This design comes from an exercise in tuning for small area and a short achievable clock period on the open sky130 flow, not from production work.
At most, simulation tests tie the RTL to the original design; equivalence was not proved.

// top
module top(
    input logic clock, reset,
    input logic [9:0] inp,
    output logic [9:0] out
);
Size in the first run: roughly 1500 cells after synthesis, ~22 I/O pins, about 13000 sq um of cells after synthesis.
make LEC_CHECK=0 CAP_MARGIN=20 CORE_MARGIN=2 CORE_UTILIZATION=40 SETUP_SLACK_MARGIN=3.75 SLEW_MARGIN=20 SYNTH_HIERARCHICAL=1 SYNTH_MINIMUM_KEEP_SIZE=0 finish   # period 8.0 ns
run.sh (not shown) runs the stock make flow with config.mk's settings and CLKGATE_MAP_FILE= SYNTH_SCRIPT=/design/flow/synth_recipe.tcl, a recipe that flattens the netlist after the stock synthesis.
The starting point finished clean.
Change:
--- a/flow/config.mk
+++ b/flow/config.mk
@@ -9,5 +9,5 @@
 export CORE_MARGIN = 2
 export CORE_UTILIZATION = 40
-export SETUP_SLACK_MARGIN = 3.75
+export SETUP_SLACK_MARGIN = 3.5
 export SLEW_MARGIN = 20
 export SYNTH_HIERARCHICAL = 1
Outcome:
- wire length went down by a few percent
- worst hold slack is about the same
- global-route usage hardly moves
- setup slack loses 0.18 ns
- die area stays the same
- non-clock buffer count falls by 27
- critical path depth climbs by 2
Change:
--- a/flow/config.mk
+++ b/flow/config.mk
@@ -9,5 +9,5 @@
 export CORE_MARGIN = 2
 export CORE_UTILIZATION = 40
-export SETUP_SLACK_MARGIN = 3.5
+export SETUP_SLACK_MARGIN = 4.25
 export SLEW_MARGIN = 20
 export SYNTH_HIERARCHICAL = 1
Wire length rose by a little under a tenth.
Final area rose by a little under a tenth.
Global-route usage rose by 0.91 points.
Count of clock-buffer cells in the layout fell by 2.
Worst setup slack gets better by 0.50 ns.
Hold slack gets better by 0.019 ns.
Area after synthesis stays the same.
Critical path depth fell by 1.
Cell count rose by a few percent.
Change:
--- a/flow/config.mk
+++ b/flow/config.mk
@@ -9,5 +9,5 @@
 export CORE_MARGIN = 2
 export CORE_UTILIZATION = 40
-export SETUP_SLACK_MARGIN = 4.25
+export SETUP_SLACK_MARGIN = 4.0
 export SLEW_MARGIN = 20
 export SYNTH_HIERARCHICAL = 1
What happened:
- worst setup slack degrades by 0.11 ns
- hold slack improves by 0.0046 ns
- count of clock-buffer cells in the layout climbs by 2
- synthesized cell count is unchanged
- utilization drops by 1.4 points
- via count drops by 1.1%
- global-route usage drops by 0.52 points
- cell area drops by about 3%
- clock skew climbs by 0.0060 ns
No functional check of the RTL was part of any run of this note.

========
Setup of the previous run:
top, a different RTL version from the one above (not shown whole).
Size in the first run: about 77 flip-flops, roughly 22 I/O pins, ~12000 µm² of cells after synthesis.
Design top, start of the top module:
module top(
    input logic clock, reset,
    input logic [9:0] inp,
    output logic [9:0] out
);
    logic [15:0] a, b, y;
    logic op_mul, op_sub, start;
    logic sub_now;
    logic [14:0] sum, prod;
    logic gsel;
    input_16 in1(.clock, .reset, .data_in(inp), .num1(a), .num2(b),
                 .op_mul, .op_sub, .start, .sub_now);
    logic [14:0] sum_d, prod_d;
    logic gsel_d;
    fpu_s1 s1(.a, .b, .sub(sub_now), .sum(sum_d), .gsel(gsel_d), .prod(prod_d));
    always_ff @(posedge clock) begin
        sum  <= sum_d;
        gsel <= gsel_d;
        prod <= prod_d;
    end
    fpu_s2 s2(.a, .b, .op_mul, .op_sub, .sum, .gsel, .prod, .y);
    output_16 out1(.clock, .reset, .ans(y), .done_calc(start), .data_out(out));
endmodule
Settings: LEC_CHECK=0, CAP_MARGIN=20, CORE_MARGIN=2, CORE_UTILIZATION=40, SLEW_MARGIN=20; clock period 8.0 ns.
Both conditions hold for the previous run: the flow ran to the end and the final layout passed the timing, DRC and antenna checks.
For the current run, these inputs were changed with respect to the previous run:
diff --git a/flow/config.mk b/flow/config.mk
--- a/flow/config.mk
+++ b/flow/config.mk
@@ -10,2 +10,3 @@
 export CORE_UTILIZATION = 40
+export SETUP_SLACK_MARGIN = 4.0
 export SLEW_MARGIN = 20
--- outcome ---
Summary of the comparison: total routing resource utilization after global routing is higher in the current run, relative to the previous run.
Cell area, the previous run and the current run: smaller value in the previous run
The current run ended with more detailed placement HPWL than the previous run.
The final cell count in the current run was higher than what the previous run gave.
When the current run is set beside the previous run, its critical path depth turns out to be 7.4% smaller.
Going from the previous run to the current run, the placement-stage worst setup slack was found to have gone up by 0.10 ns.
Number of DRC violations after detailed-routing iteration 0, the current run vs the previous run: down slightly

========
Another version of the RTL of top (not shown whole).
Size in the first run: ~1,300 cells after synthesis, roughly 22 I/O pins, ~12,000 µm² of cells after synthesis.
clock: 8.0 ns
lec_check: 0
cap_margin: 20
core_margin: 2
core_utilization: 40
setup_slack_margin: 3.0
slew_margin: 20
synth_hierarchical: 1
synth_minimum_keep_size: 0
Edit:
- CORE_UTILIZATION: 40 -> 60
- PLACE_DENSITY: not set -> 0.7
- SETUP_SLACK_MARGIN: 3.0 -> 3.5
=> The changed run ran to the end with no violations. Cell count fell by 3.6%. Worst hold slack is worse by 0.0072 ns. First-iteration DRC count climbs by about 60%. Die area shrinks by about 33%. Setup slack gains 0.39 ns. Area after synthesis does not change.
Edit:
- CORE_UTILIZATION: 60 -> 40
- PLACE_DENSITY: 0.7 -> not set
Result:
- via count decreases by 1.8%
- design area hardly moves
- cell count increases by 7.7%
- utilization decreases by 23 points
- global-route usage decreases by 9.5 points
- area after synthesis stays the same
- register-to-register slack improves by 0.10 ns
- wire length increases by 1.6%
- clock skew decreases by 0.0071 ns
Edit:
- SETUP_SLACK_MARGIN: 3.5 -> 4.0
Area after synthesis stays the same.
Global-route usage goes up by 1.5 points.
Final area grows by 6.4%.
Sequential share of layout area fell by 1.0 points.
Utilization goes up by 2.8 points.
Setup slack gets better by 0.039 ns.
Maximum frequency rises by 0.90%.
Edit:
- SETUP_SLACK_MARGIN: 4.0 -> 3.5
- TNS_END_PERCENT: not set -> 5
Outcome: Global-route usage came out lower by 1.6 points. Final area came out lower by a few percent. Synthesized area stays the same. Worst hold slack got worse by 0.015 ns. Clock skew barely changes.
Edit:
- SETUP_SLACK_MARGIN: 3.5 -> 0
- TNS_END_PERCENT: 5 -> not set
After rerunning: Hold slack stays flat; cell area fell by 5.4%.

-- static timing again, ports no longer ideal --
The flow's constraints put no driver on any port. The routed layouts listed below were extracted and timed again, unchanged, in two steps. Step 1 assumes that a clkbuf_16 drives the clock port and a buf_2 every other input. Step 2 moves the port delays by t, midway between the first and last clock arrival at a register: inputs arrive t later, outputs are due t later. That takes back most of the time a late clock gives input paths. a / b / c = ideal ports / drivers / drivers and shift; a / b = the first two.
run	t, ns	setup WS [ns]	pins driven straight from the clock port
the first run of note 1	0.397	3.872 / 3.872 / 3.644	1
the second run of note 1	0.395	3.695 / 3.695 / 3.645	1
the third run of note 1	0.396	4.192 / 4.192 / 4.174	1
the fourth run of note 1	0.399	4.081 / 4.081 / 3.708	1
the previous run	0.402	1.674 / 1.674 / 1.674	1
the current run	0.400	2.980 / 2.980 / 2.980	1
the first run of note 3	0.403	3.165 / 3.193 / 2.790	1
the second run of note 3	0.391	3.557 / 3.557 / 3.334	1
the third run of note 3	0.414	3.635 / 3.656 / 3.250	1
the fourth run of note 3	0.407	3.674 / 3.674 / 3.563	1
the fifth run of note 3	0.410	3.599 / 3.599 / 3.243	1
the sixth run of note 3	0.403	2.543 / 2.570 / 2.167	1
After both steps every run listed still meets setup and hold. For the third run of note 3, which loses most, drivers alone change the setup slack by +0.021 ns; drivers and shift together by -0.385 ns.
